Context: an optimization exercise on an open-source flow, tuned for small area and a short achievable clock period. The choices shown serve that exercise and are no tape-out recipe. In this exercise RTL edits were held to simulation tests only and were not proved equivalent to the original. Power figures rest on the tool's default switching activity, not on a simulated workload.

**design/flow/config.mk**
```make
export PLATFORM = sky130hd
export DESIGN_NAME = sync_fifo
export DESIGN_NICKNAME = sync_fifo
export VERILOG_FILES = /design/flow/design.v
export SDC_FILE = /design/flow/constraint.sdc
export NUM_CORES = 4
export LEC_CHECK = 0
export CAP_MARGIN = 20
export CORE_MARGIN = 2
export CORE_UTILIZATION = 65
export CTS_CLUSTER_DIAMETER = 80
export CTS_CLUSTER_SIZE = 24
export PLACE_DENSITY = 0.8
export SETUP_SLACK_MARGIN = 3.1
export SLEW_MARGIN = 20
export SYNTH_HIERARCHICAL = 1
export SYNTH_MINIMUM_KEEP_SIZE = 0
export TNS_END_PERCENT = 30
```
**design/flow/constraint.sdc**
```tcl
create_clock -name core_clock -period 5.0 [get_ports {i_clk}]
set_input_delay 1.0000 -clock core_clock [delete_from_list [all_inputs] [get_ports {i_clk}]]
set_output_delay 1.0000 -clock core_clock [all_outputs]
set_load 0.01 [all_outputs]
```
**design/flow/design.v**
```verilog
module sync_fifo #(
  parameter integer ENTRIES      = 20,
  parameter integer ENTRIES_LOG2 = $clog2(ENTRIES),
  parameter integer DATA_WIDTH   = 64
) (
  input  wire                   i_clk,
  input  wire                   i_rstn,
  input  wire                   i_wren,
  input  wire                   i_rden,
  input  wire [DATA_WIDTH-1:0]  i_data,
  output wire                   o_data_vld,
  output wire [DATA_WIDTH-1:0]  o_data,
  output wire                   o_overflow,
  output wire                   o_underflow
);
localparam integer CW = $clog2(ENTRIES + 1);
reg  [DATA_WIDTH-1:0] mem [0:ENTRIES-1];
reg  [ENTRIES-1:0]    wr_oh;
reg  [ENTRIES-1:0]    rsel;
reg                   byp;
reg                   full_i;
reg  [CW-1:0]         cnt;
reg                   full_q;
reg                   empty_q;
reg                   vld_q;
reg  [DATA_WIDTH-1:0] dout;
genvar g;
wire pop  = i_rden & (~byp  | i_wren);
wire push = i_wren & (~full_i | i_rden);
wire [ENTRIES-1:0] wen;
sync_fifo_wen #(.N(ENTRIES)) u_wen (
  .sel(wr_oh), .full(full_i), .rden(i_rden), .wen(wen)
);
integer k;
always @(posedge i_clk) begin
  for (k = 0; k < ENTRIES; k = k + 1)
    if (wen[k])
      mem[k] <= i_data;
end
localparam integer NT = ENTRIES + 1;
localparam integer NG = (NT + 2) / 3;
wire [DATA_WIDTH-1:0] tdat [0:3*NG-1];
wire [3*NG-1:0]       tsel;
generate
  for (g = 0; g < 3*NG; g = g + 1) begin : term
    if (g < ENTRIES) begin : m
      assign tdat[g] = mem[g];
      assign tsel[g] = rsel[g];
    end else if (g == ENTRIES) begin : d
      assign tdat[g] = i_data;
      assign tsel[g] = byp;
    end else begin : z
      assign tdat[g] = {DATA_WIDTH{1'b0}};
      assign tsel[g] = 1'b0;
    end
  end
endgenerate
wire [DATA_WIDTH-1:0] grp_n [0:NG-1];
generate
  for (g = 0; g < NG; g = g + 1) begin : grp
    sync_fifo_aoi3 #(.W(DATA_WIDTH)) u_aoi (
      .d0(tdat[3*g]), .d1(tdat[3*g+1]), .d2(tdat[3*g+2]),
      .s(tsel[3*g+2:3*g]),
      .y_n(grp_n[g])
    );
  end
endgenerate
reg [DATA_WIDTH-1:0] rdata_n;
always @(*) begin
  rdata_n = {DATA_WIDTH{1'b1}};
  for (k = 0; k < NG; k = k + 1)
    rdata_n = rdata_n & grp_n[k];
end
always @(posedge i_clk)
  dout <= ~rdata_n;
wire [CW-1:0] cnt_nx = (push & ~pop) ? cnt + 1'b1 :
                       (pop & ~push) ? cnt - 1'b1 : cnt;
wire empty_nx = byp    ? ~(push & ~pop) : ((cnt == 1) & pop & ~push);
wire full_nx  = full_i ? ~(pop & ~push) : ((cnt == ENTRIES - 1) & push & ~pop);
wire [ENTRIES-1:0] rsel_rot = {rsel[ENTRIES-2:0], rsel[ENTRIES-1]};
wire [ENTRIES-1:0] rsel_nx  = empty_nx ? {ENTRIES{1'b0}} :
                              byp      ? wr_oh :
                              pop      ? rsel_rot : rsel;
always @(posedge i_clk) begin
  if (!i_rstn) begin
    wr_oh   <= {{(ENTRIES-1){1'b0}}, 1'b1};
    rsel    <= {ENTRIES{1'b0}};
    byp     <= 1'b1;
    full_i  <= 1'b0;
    cnt     <= {CW{1'b0}};
    full_q  <= 1'b0;
    empty_q <= 1'b1;
    vld_q   <= 1'b0;
  end else begin
    if (push) wr_oh <= {wr_oh[ENTRIES-2:0], wr_oh[ENTRIES-1]};
    rsel    <= rsel_nx;
    byp     <= empty_nx;
    full_i  <= full_nx;
    cnt     <= cnt_nx;
    full_q  <= (cnt_nx == ENTRIES);
    empty_q <= (cnt_nx == 0);
    vld_q   <= pop;
  end
end
assign o_data      = dout;
assign o_data_vld  = vld_q;
assign o_overflow  = full_q;
assign o_underflow = empty_q;
endmodule
module sync_fifo_aoi3 #(
  parameter integer W = 64
) (
  input  wire [W-1:0] d0,
  input  wire [W-1:0] d1,
  input  wire [W-1:0] d2,
  input  wire [2:0]   s,
  output wire [W-1:0] y_n
);
assign y_n = ~((d0 & {W{s[0]}}) | (d1 & {W{s[1]}}) | (d2 & {W{s[2]}}));
endmodule
module sync_fifo_wen #(
  parameter integer N = 20
) (
  input  wire [N-1:0] sel,
  input  wire         full,
  input  wire         rden,
  output wire [N-1:0] wen
);
assign wen = sel & {N{~full | rden}};
endmodule
```
**design/flow/flow/run.sh**
```bash
#!/bin/bash
cp standard.sh standard_sh_copy.log
export BUFFER_PORTS_ARGS="-buffer_cell sky130_fd_sc_hd__buf_2"
bash standard.sh > standard.log 2>&1
```
**design/flow/standard.sh**
```bash
#!/bin/bash
# synth_recipe.tcl (not shown) runs the flow's synth.tcl, then flattens the netlist and writes it again
# the make line also repeats each setting of config.mk as NAME=value (left out here)
make -C /OpenROAD-flow-scripts/flow DESIGN_CONFIG=/design/flow/config.mk WORK_HOME=/design/flow/orfs CLKGATE_MAP_FILE= SYNTH_SCRIPT=/design/flow/synth_recipe.tcl "${@:-finish}"
```
==> impl_metrics.env, run 1 <==
export IMPL_status="complete, no violations"
export IMPL_max_cap_viol_count=0
export IMPL_fp_dieH_um=278
export IMPL_ys_warn_count=9
export IMPL_drive_gt1_frac=0.146
export IMPL_synthArstFlopShare=0
export IMPL_end_kind="flop"
export IMPL_row_count=100
export IMPL_clock_root_buffer="clkbuf_16"
export IMPL_io_buffers=134
export IMPL_irDropWorstVdd_mv=0.238
export IMPL_initial_core_util=0.656
export IMPL_drt_first_iter_violations=6422
export IMPL_htreeDepth=3
export IMPL_drc=0
export IMPL_synth_top_area_frac=0.787
export IMPL_dpl_hpwl_um=51500
export IMPL_finalMaxSlewViolations=0
export IMPL_fin_nets=2559
export IMPL_finalSetupViolCount=0
export IMPL_drt_total_wl_um=129000
export IMPL_synth_most_common_cell="edfxtp_1"
export IMPL_clock_latency_ns=0.68
export IMPL_antenna_left=0
export IMPL_fin_util=0.710
export IMPL_synth_seq_area_share=0.833
export IMPL_synth_nets=2416
export IMPL_critical_path_peak_fanout=31
export IMPL_syn_area_mm2=0.0489
export IMPL_viasPerCell=7.80
export IMPL_cts_sinks=1394
export IMPL_cp_start_kind="input port"
export IMPL_area_delta_synth_final_pct=8.25
export IMPL_multi_input_area_mm2=0.00704
export IMPL_finalClockSkew_ns=0.0463
export IMPL_worstMarginPinSlew_ns=1.08
export IMPL_cts_tree="yes"
export IMPL_tns_ns=0
export IMPL_synth_edf_count=1280
export IMPL_p_per_area_mw_per_mm2=374
export IMPL_fillerInstances=4091
export IMPL_cts_buffer_depth=3
export IMPL_grt_usage=0.279
export IMPL_synthTopCellsByCount="edfxtp_1, a222oi_1, dfxtp_1"
export IMPL_die_area_mm2=0.0774
export IMPL_fin_crit_sh=0.439
export IMPL_synthCells=2345
export IMPL_grt_setup_unrepaired="yes"
export IMPL_gp_congestion=0.779
export IMPL_synth_ff_latch_count=1394
export IMPL_synthTopCellsByArea="edfxtp_1, a222oi_1, dfxtp_1"
export IMPL_antenna_found_initial=8
export IMPL_worstPathRequired_ns=5.33
export IMPL_chipWidth_um=278
export IMPL_num_vias=27400
export IMPL_cp_arrival_ns=2.53
export IMPL_period_needed_ns=2.20
export IMPL_numCtsBuffers=69
export IMPL_grt_ovfl_total=0
export IMPL_slew_limit_headroom=0.280
export IMPL_cts_clk_slew_worst_paths_ns=0.09
export IMPL_p_leak_uw=0.0164
export IMPL_grt_pass1_vias=25900
export IMPL_syn_area_per_cell_um2=20.8
export IMPL_yosys_area_top_type="edfxtp_1"
export IMPL_fmax_mhz=456
export IMPL_synth_flop_cell="edfxtp_1"
export IMPL_synth_cell_types=36
export IMPL_holdBufCountCts=0
export IMPL_seqCellArea_mm2=0.0408
export IMPL_firstDrtPassIters=14
export IMPL_wl_per_cell_um=36.7
export IMPL_grt_pass1_wl_um=160000
export IMPL_hold_viol_final=0
export IMPL_top_level_ports=135
export IMPL_hold_path_class="flop to flop"
export IMPL_coreArea_mm2=0.0744
export IMPL_grt_max_degree=70
export IMPL_critPathKind="input port to flop"
[layout by cell type (no fill, tap or decap), drive strengths merged, types with 3 or more instances in the layout]
| master | instances |
|---|---|
| edfxtp | 1280 |
| xnor2 | 3 |
| nand4 | 66 |
| diode | 6 |
| nor2 | 44 |
| ha | 3 |
| clkbuf | 118 |
| nor3b | 3 |
| nand2b | 7 |
| nand3 | 3 |
| nand2 | 42 |
| buf | 195 |
| inv | 13 |
| a222oi | 448 |
| and4 | 64 |
| dfxtp | 114 |
| clkinv | 3 |
| mux2i | 20 |
| a21oi | 41 |
| and2 | 60 |
[through the flow]
step                      total power [µW]  hold slack (ns)  cells  cell area (µm²)  setup slack [ns]
after floorplan                      13400            0.443   2345            48900              2.84
after global placement               13700            0.471   3292            49400              1.70
after detailed placement             13700            0.479   3292            49400              1.60
after CTS                            19700            0.489   3427            51600              2.56
after global routing                 20200            0.520   3514            52900              2.83
final                                19800            0.490   3518            52900              2.80
[timing repair]
| action | in CTS | in global routing |
|---|---|---|
| gates cloned | 7 | 35 |
| hold endpoints to repair | 0 | 0 |
| pin swaps | 0 | 16 |
| buffers inserted | 2 | 39 |
| endpoints found under the setup margin | 1436 | 1419 |
| resized for setup | 5 | 74 |
[area by class of cell]
| type | count | area share |
|---|---|---|
| inverters | 6 | 0.000426 |
| clock inverters | 10 | 0.00199 |
| repair buffers | 197 | 0.0330 |
| diodes | 6 | 0.000284 |
| well taps | 969 | 0.0229 |
| flip-flops and latches | 1394 | 0.772 |
| clock buffers | 116 | 0.0368 |
| multi-input cells | 820 | 0.133 |
[path summary, 6_finish.rpt]
check / startpoint / endpoint / slack, ns / cells past startpoint
max: i_rden / mem[5][36] / 2.80 / 4
min: mem[5][59] / dout[59] / 0.49 / 2
max reg2reg: rsel[13] / dout[0] / 3.01 / 4
min reg2reg: mem[5][59] / dout[59] / 0.49 / 2
[sequential cells by signal, summed over array words and instances (netlist names)]
register,flops
mem,1280
full_i,1
dout,64
empty_q,1
full_q,1
rsel,20
byp,1
cnt,5
wr_oh,20
vld_q,1
[power breakdown]
| group | switching, µW | leakage [µW] | total (µW) | internal (µW) |
|---|---|---|---|---|
| Combinational | 414 | 0.00283 | 600 | 186 |
| Clock | 3540 | 0.000982 | 6270 | 2730 |
| Sequential | 80.5 | 0.0126 | 12900 | 12800 |
[worst max-delay path: stages]
cell and delay (ns):
buf_6 0.30, nand2b_4 0.37, and2_4 0.47, buf_12 0.27
[cells by family after synthesis]
logic type / after synthesis / share of synthesized area
fa+ha+maj: 3 / 0.000768
xor+xnor: 4 / 0.000871
flops: 1394 / 0.833
simple gates: 256 / 0.0335
mux: 20 / 0.00410
buf+inv: 171 / 0.0299
compound gates: 497 / 0.0974
[layer usage]
layer	GRT usage	part of all wire
met5	0.00375	0.00064
met4	0.109	0.056
met3	0.0598	0.17
met2	0.450	0.46
met1	0.380	0.31
==> inputs of run 2 (changes only) <==
--- a/design/flow/config.mk
+++ b/design/flow/config.mk
@@ -8,9 +8,8 @@
 export CAP_MARGIN = 20
 export CORE_MARGIN = 2
 export CORE_UTILIZATION = 65
-export CTS_CLUSTER_DIAMETER = 80
-export CTS_CLUSTER_SIZE = 24
-export PLACE_DENSITY = 0.8
+export CTS_CLUSTER_DIAMETER = 100
+export CTS_CLUSTER_SIZE = 30
 export SETUP_SLACK_MARGIN = 3.1
 export SLEW_MARGIN = 20
 export SYNTH_HIERARCHICAL = 1
==> run 2 against run 1 <==
  * Still clean
  * Sequential power hardly changed
  * Combinational power rose by 12%
  * Power shrank 4.5%
  * Critical path depth fell by 3
  * Synthesized cell count is the same
  * Non-clock buffer count rose by 44
  * Area after synthesis unchanged
  * First-iteration DRC count shrank 18%
  * Global-route usage grew 4.9 points
  * Worst setup slack gained 0.065 ns
  * Sequential share of layout area grew 0.11 points
  * Clock power down 15%
  * Largest power group unchanged
  * Highest routed layer unchanged
==> impl_metrics.env, run 2 <==
export IMPL_status="complete, no violations"
export IMPL_drive_gt1_frac=0.163
export IMPL_antenna_left=0
export IMPL_fin_crit_sh=0.426
export IMPL_io_buffers=134
export IMPL_largest_reg_flops=1280
export IMPL_synth_edf_count=1280
export IMPL_fmax_mhz=469
export IMPL_reg_top3="mem: 1280 flops, dout: 64 flops"
export IMPL_clock_root_buffer="clkbuf_16"
export IMPL_synth_top_area_frac=0.787
export IMPL_syn_area_per_cell_um2=20.8
export IMPL_numCtsBuffers=52
export IMPL_crit_slowest_cell="dfxtp_2"
export IMPL_synthArstFlopShare=0
export IMPL_drc=0
export IMPL_p_switching_uw=3800
export IMPL_synthTopCellsByCount="edfxtp_1, a222oi_1, dfxtp_1"
export IMPL_firstDrtPassIters=13
export IMPL_synth_ff_latch_count=1394
export IMPL_synth_flop_cell="edfxtp_1"
export IMPL_power_internal_uw=15100
export IMPL_row_count=100
export IMPL_holdBufCountCts=0
export IMPL_p_leak_uw=0.0164
export IMPL_cts_sinks=1394
export IMPL_yosys_area_top_type="edfxtp_1"
export IMPL_cp_num_buf_inv=1
export IMPL_worstMarginPinSlew_ns=1.23
export IMPL_initial_core_util=0.656
export IMPL_fin_nets=2581
export IMPL_p_comb_frac=0.036
export IMPL_grt_setup_unrepaired="yes"
export IMPL_drt_first_iter_violations=5296
export IMPL_viasPerCell=7.62
export IMPL_tns_ns=0
export IMPL_grt_usage=0.328
export IMPL_synthCells=2345
export IMPL_finalSetupViolCount=0
export IMPL_period_needed_ns=2.13
export IMPL_synth_cell_types=36
export IMPL_cts_tree="yes"
export IMPL_synth_most_common_cell="edfxtp_1"
export IMPL_top_register="mem"
export IMPL_pwr_share_clk=0.281
export IMPL_layout_common_cells="edfxtp_1, a222oi_1, buf_2, nand4_1, and4_1"
export IMPL_layout_commonest_cell="edfxtp_1"
export IMPL_p_per_area_mw_per_mm2=358
export IMPL_cts_clk_slew_worst_paths_ns=0.11
export IMPL_finalMaxSlewViolations=0
export IMPL_synthTopCellsByArea="edfxtp_1, a222oi_1, dfxtp_1"
export IMPL_cp_arrival_ns=1.13
export IMPL_grt_pass1_wl_um=180000
export IMPL_wl_per_cell_um=38.0
export IMPL_synth_nets=2416
export IMPL_clock_latency_ns=0.68
export IMPL_die_area_mm2=0.0774
export IMPL_cts_buffer_depth=3
export IMPL_cp_start_kind="flop"
export IMPL_slew_limit_headroom=0.180
export IMPL_grt_pass1_vias=24700
export IMPL_worstPathRequired_ns=4.00
export IMPL_total_power_uw=18900
export IMPL_gp_congestion=0.785
export IMPL_chipWidth_um=278
export IMPL_end_kind="output port"
export IMPL_syn_area_mm2=0.0489
export IMPL_dpl_hpwl_um=63100
export IMPL_area_delta_synth_final_pct=8.21
export IMPL_finalClockSkew_ns=0.0345
export IMPL_critPathKind="flop to output port"
export IMPL_hold_viol_final=0
export IMPL_synth_seq_area_share=0.833
export IMPL_htreeDepth=2
export IMPL_crit_chain="buf_6"
export IMPL_top_level_ports=135
export IMPL_switching_share=0.201
export IMPL_max_stage_delay_ns=0.35
export IMPL_ys_warn_count=9
export IMPL_hold_path_class="flop to flop"
export IMPL_fp_dieH_um=278
export IMPL_critPathTopFamily="flip-flops"
export IMPL_irDropWorstVdd_mv=0.317
export IMPL_drt_total_wl_um=134000
export IMPL_critical_path_peak_fanout=1
export IMPL_grt_ovfl_total=0
export IMPL_coreArea_mm2=0.0744
export IMPL_grt_max_degree=67
export IMPL_num_vias=26900
export IMPL_pwr_share_seq=0.684
export IMPL_fillerInstances=4534
export IMPL_antenna_found_initial=8
export IMPL_max_cap_viol_count=0
run 2: cell counts after synthesis:
No cell type changed its count.
run 2: kinds of logic after synthesis:
family                   Yosys count  share of synthesized area
adder cells (fa/ha/maj)            3                   0.000768
flip-flops                      1394                      0.833
AO/OA/AOI/OAI                    497                     0.0974
buffers and inverters            171                     0.0299
multiplexers                      20                    0.00410
XOR/XNOR                           4                   0.000871
AND/OR/NAND/NOR                  256                     0.0335
run 2: power groups by stage:
stage	clock network, µW	logic (µW)	registers, µW
2_1_floorplan	0	218	13200
3_3_place_gp	0	566	13200
3_5_place_dp	0	582	13200
4_1_cts	5340	614	12900
5_1_grt	5730	711	12900
6_report	5310	674	12900
run 2: worst paths after layout:
kind,from,to,cells past startpoint,slack [ns]
worst max register to register,wr_oh[4],mem[4][26],1,3.01
worst min register to register,mem[5][13],dout[13],2,0.50
worst min-delay path,mem[5][13],dout[13],2,0.50
worst max-delay path,dout[8],o_data[8],1,2.87
run 2: final cells by class:
class / count / area [µm²] / share of cell area
multi-input combinational: 815 / 6980 / 0.132
clock inverter: 1 / 16.3 / 0.000308
tap: 969 / 1210 / 0.0229
clock buffer: 94 / 1480 / 0.0280
sequential: 1394 / 40800 / 0.773
antenna: 7 / 17.5 / 0.000331
timing repair buffer: 241 / 2290 / 0.0433
inverter: 6 / 22.5 / 0.000426
run 2: stage by stage:
step,area (µm²),setup slack (ns),utilization,instances,hold WS [ns]
floorplan,48900,2.84,-,2345,0.443
global placement,49700,1.56,0.668,3325,0.471
detailed placement,49800,1.54,0.669,3328,0.472
CTS,51900,2.85,0.698,3480,0.491
global route,52900,2.84,0.710,3523,0.516
finish,52900,2.87,0.710,3527,0.496
run 2: repair_timing:
action / 4_1_cts / 5_1_grt
cloned: 35 / 5
endpoints found under the setup margin: 1428 / 630
pin swaps: 22 / 19
gates resized for setup: 41 / 108
setup buffers: 22 / 35
run 2: per-layer routing:
metal / vias up / track usage / share of wire
met2: 2033 / 0.510 / 0.47
met3: 210 / 0.0703 / 0.13
met1: 13900 / 0.476 / 0.37
met5: - / 0 / 0.000097
met4: 2 / 0.102 / 0.032
li1: 10800 / - / -
==> inputs of run 3 (changes only) <==
--- a/design/flow/config.mk
+++ b/design/flow/config.mk
@@ -10,6 +10,8 @@
 export CORE_UTILIZATION = 65
 export CTS_CLUSTER_DIAMETER = 100
 export CTS_CLUSTER_SIZE = 30
+export GPL_ROUTABILITY_DRIVEN = 0
+export GPL_TIMING_DRIVEN = 0
 export SETUP_SLACK_MARGIN = 3.1
 export SLEW_MARGIN = 20
 export SYNTH_HIERARCHICAL = 1
==> run 3 against run 2 <==
  * Count of clock-buffer cells in the layout did not move
  * Area after synthesis is the same
  * Wire length fell by 6.7%
  * Sequential power hardly changed
  * Critical path type unchanged
  * Largest cell class unchanged
==> impl_metrics.env, run 3 <==
export IMPL_status="complete, no violations"
export IMPL_end_kind="output port"
export IMPL_area_delta_synth_final_pct=9.15
export IMPL_place_ws_ns=2.26
export IMPL_synth_compound_area_frac=0.0974
export IMPL_row_count=100
export IMPL_syn_area_mm2=0.0489
export IMPL_drc=0
export IMPL_drive_gt1_frac=0.173
export IMPL_fillerInstances=4465
export IMPL_crit_slowest_cell="dfxtp_4"
export IMPL_period_needed_ns=2.17
export IMPL_top_register="mem"
export IMPL_firstDrtPassIters=9
export IMPL_total_power_uw=18900
export IMPL_setup_slack_ns=2.83
export IMPL_synth_top_family_by_area="compound AO/OA/AOI/OAI gates"
export IMPL_synth_cell_types=36
export IMPL_clock_root_buffer="clkbuf_16"
export IMPL_wl_met3_um=16900
export IMPL_drt_first_iter_violations=5190
export IMPL_synthMuxAreaShare=0.00410
export IMPL_p_leak_uw=0.0167
export IMPL_wl_per_cell_um=34.7
export IMPL_fin_crit_sh=0.435
export IMPL_slew_limit_headroom=0.433
export IMPL_fin_nets=2654
export IMPL_m1WireLength_um=46700
export IMPL_antenna_found_initial=8
export IMPL_htreeDepth=2
export IMPL_antenna_left=0
export IMPL_irDropWorstVdd_mv=0.381
export IMPL_synthArstFlopShare=0
export IMPL_synth_xor_area_share=0.000871
export IMPL_cts_buffer_depth=3
export IMPL_worstPathRequired_ns=4.00
export IMPL_viasPerCell=7.32
export IMPL_synth_top_area_frac=0.787
export IMPL_synth_nets=2416
export IMPL_synth_ff_latch_count=1394
export IMPL_top_level_ports=135
export IMPL_largest_reg_flops=1280
export IMPL_grt_ovfl_total=0
export IMPL_layout_commonest_cell="edfxtp_1"
export IMPL_cp_arrival_ns=1.17
export IMPL_hold_viol_final=0
export IMPL_grt_pass1_wl_um=173000
export IMPL_synth_seq_area_share=0.833
export IMPL_num_vias=26300
export IMPL_synthTopCellsByCount="edfxtp_1, a222oi_1, dfxtp_1"
export IMPL_drt_total_wl_um=125000
export IMPL_finalSetupViolCount=0
export IMPL_clock_latency_ns=0.67
export IMPL_wl_met2_um=58200
export IMPL_die_area_mm2=0.0774
export IMPL_grt_usage=0.316
export IMPL_fmax_mhz=460
export IMPL_critPathKind="flop to output port"
export IMPL_yosys_area_top_type="edfxtp_1"
export IMPL_grt_pass1_vias=25300
export IMPL_reg_top3="mem: 1280 flops, dout: 64 flops"
export IMPL_numCtsBuffers=52
export IMPL_hold_path_class="flop to flop"
export IMPL_dpl_hpwl_um=69900
export IMPL_cp_start_kind="flop"
export IMPL_grt_setup_unrepaired="yes"
export IMPL_synth_most_common_cell="edfxtp_1"
export IMPL_worstMarginPinSlew_ns=0.851
export IMPL_finalClockSkew_ns=0.0276
export IMPL_syn_area_per_cell_um2=20.8
export IMPL_cp_num_buf_inv=1
export IMPL_io_buffers=134
export IMPL_p_per_area_mw_per_mm2=354
export IMPL_initial_core_util=0.656
export IMPL_ys_warn_count=9
export IMPL_cts_tree="yes"
export IMPL_max_stage_delay_ns=0.40
export IMPL_chipWidth_um=278
export IMPL_holdBufCountCts=0
export IMPL_critPathTopFamily="flip-flops"
export IMPL_tns_ns=0
export IMPL_synth_flop_cell="edfxtp_1"
export IMPL_finalMaxSlewViolations=0
export IMPL_coreArea_mm2=0.0744
export IMPL_grt_max_degree=41
export IMPL_cts_sinks=1394
export IMPL_cts_clk_slew_worst_paths_ns=0.11
export IMPL_fp_dieH_um=278
export IMPL_crit_chain="buf_6"
export IMPL_critical_path_peak_fanout=1
export IMPL_synthCells=2345
export IMPL_yosys_area_share_simple=0.0335
export IMPL_synthAdderAreaFrac=0.000768
export IMPL_routed_top_layer="met5"
export IMPL_synth_edf_count=1280
export IMPL_max_cap_viol_count=0
export IMPL_synthTopCellsByArea="edfxtp_1, a222oi_1, dfxtp_1"
export IMPL_layout_common_cells="edfxtp_1, a222oi_1, buf_2, buf_6, dfxtp_1"
[run 3: worst paths after layout]
check                endpoint  depth (start not counted)  slack [ns]  startpoint
setup / recovery   o_data[63]                          1        2.83    dout[63]
hold / removal       dout[19]                          2        0.48  mem[5][19]
setup reg to reg  mem[17][35]                          4        2.93      full_i
hold reg to reg      dout[19]                          2        0.48  mem[5][19]
[run 3: layout make-up]
class	count	area, µm²	share of cell area
Clock buffer	94	1480	0.0278
Buffer	165	1440	0.0270
Timing Repair Buffer	172	1610	0.0301
Antenna cell	3	7.51	0.000141
Clock inverter	2	20.0	0.000375
Sequential cell	1394	40800	0.765
Inverter	6	22.5	0.000422
Tap cell	969	1210	0.0227
Multi-Input combinational cell	792	6760	0.127
[run 3: worst register-to-register path, stage by stage (launching register included)]
cell and delay (ns):
dfxtp_1 0.43, nand2b_4 0.13, buf_6 0.16, and2_4 0.68
buf_12 0.33
[run 3: cells by family after synthesis]
logic type	after synthesis
and+or+nand+nor	256
xor gates and xnor gates	4
DFF	1394
muxes	20
adders and majority gates	3
AOI/OAI and AO/OA	497
buffers and inverters	171
[run 3: repair_timing]
item,in CTS,in global routing
gates resized for setup,35,36
pin swaps,2,4
cloned,7,5
setup buffers,5,6
endpoints found under the setup margin,626,485
[run 3: layer usage]
| metal | track usage | up-vias |
|---|---|---|
| li1 | - | 10900 |
| met3 | 0.0832 | 190 |
| met2 | 0.489 | 1777 |
| met5 | 0 | - |
| met1 | 0.458 | 13500 |
| met4 | 0.0793 | 12 |
[run 3: through the flow]
step / instances / area [µm²] / hold WS (ns) / utilization
2_1_floorplan: 2345 / 48900 / 0.443 / -
3_3_place_gp: 3448 / 50700 / 0.455 / 0.682
3_5_place_dp: 3475 / 51300 / 0.461 / 0.690
4_1_cts: 3583 / 53100 / 0.485 / 0.713
5_1_grt: 3594 / 53300 / 0.507 / 0.716
6_report: 3597 / 53300 / 0.477 / 0.716
[run 3: power by group]
group	total, µW	switching, µW	internal, µW
logic	656	435	221
clock network	5300	3250	2040
registers	12900	60.9	12900
total	18900	3750	15100

-- what the ideal ports hide --
No port has a modelled driver above. Below, the same layouts with a new extraction and two added sets of constraints.
Step 1: set_driving_cell puts a clkbuf_16 on i_clk and a buf_2 on each other input, an assumption about the parent block.
Step 2, shift: input delay + t, output delay - t, t = (earliest + latest rising clock arrival at the registers) / 2. This alone moves slack from input paths to output paths.
a / b / c = no drivers / after step 1 / after step 2; a / b = the first two.
run	t, ns	setup WS [ns]	slew at the worst register clock pin (ns)
run 1	0.716	2.805 / 2.810 / 2.113	0.11 / 0.11
run 2	0.728	2.870 / 2.801 / 2.274	0.12 / 0.12
run 3	0.718	2.827 / 2.759 / 2.251	0.11 / 0.11
After both steps setup and hold are still met in every run listed. For run 1, which loses most, drivers alone change the setup slack by +0.005 ns; drivers and shift together by -0.692 ns.
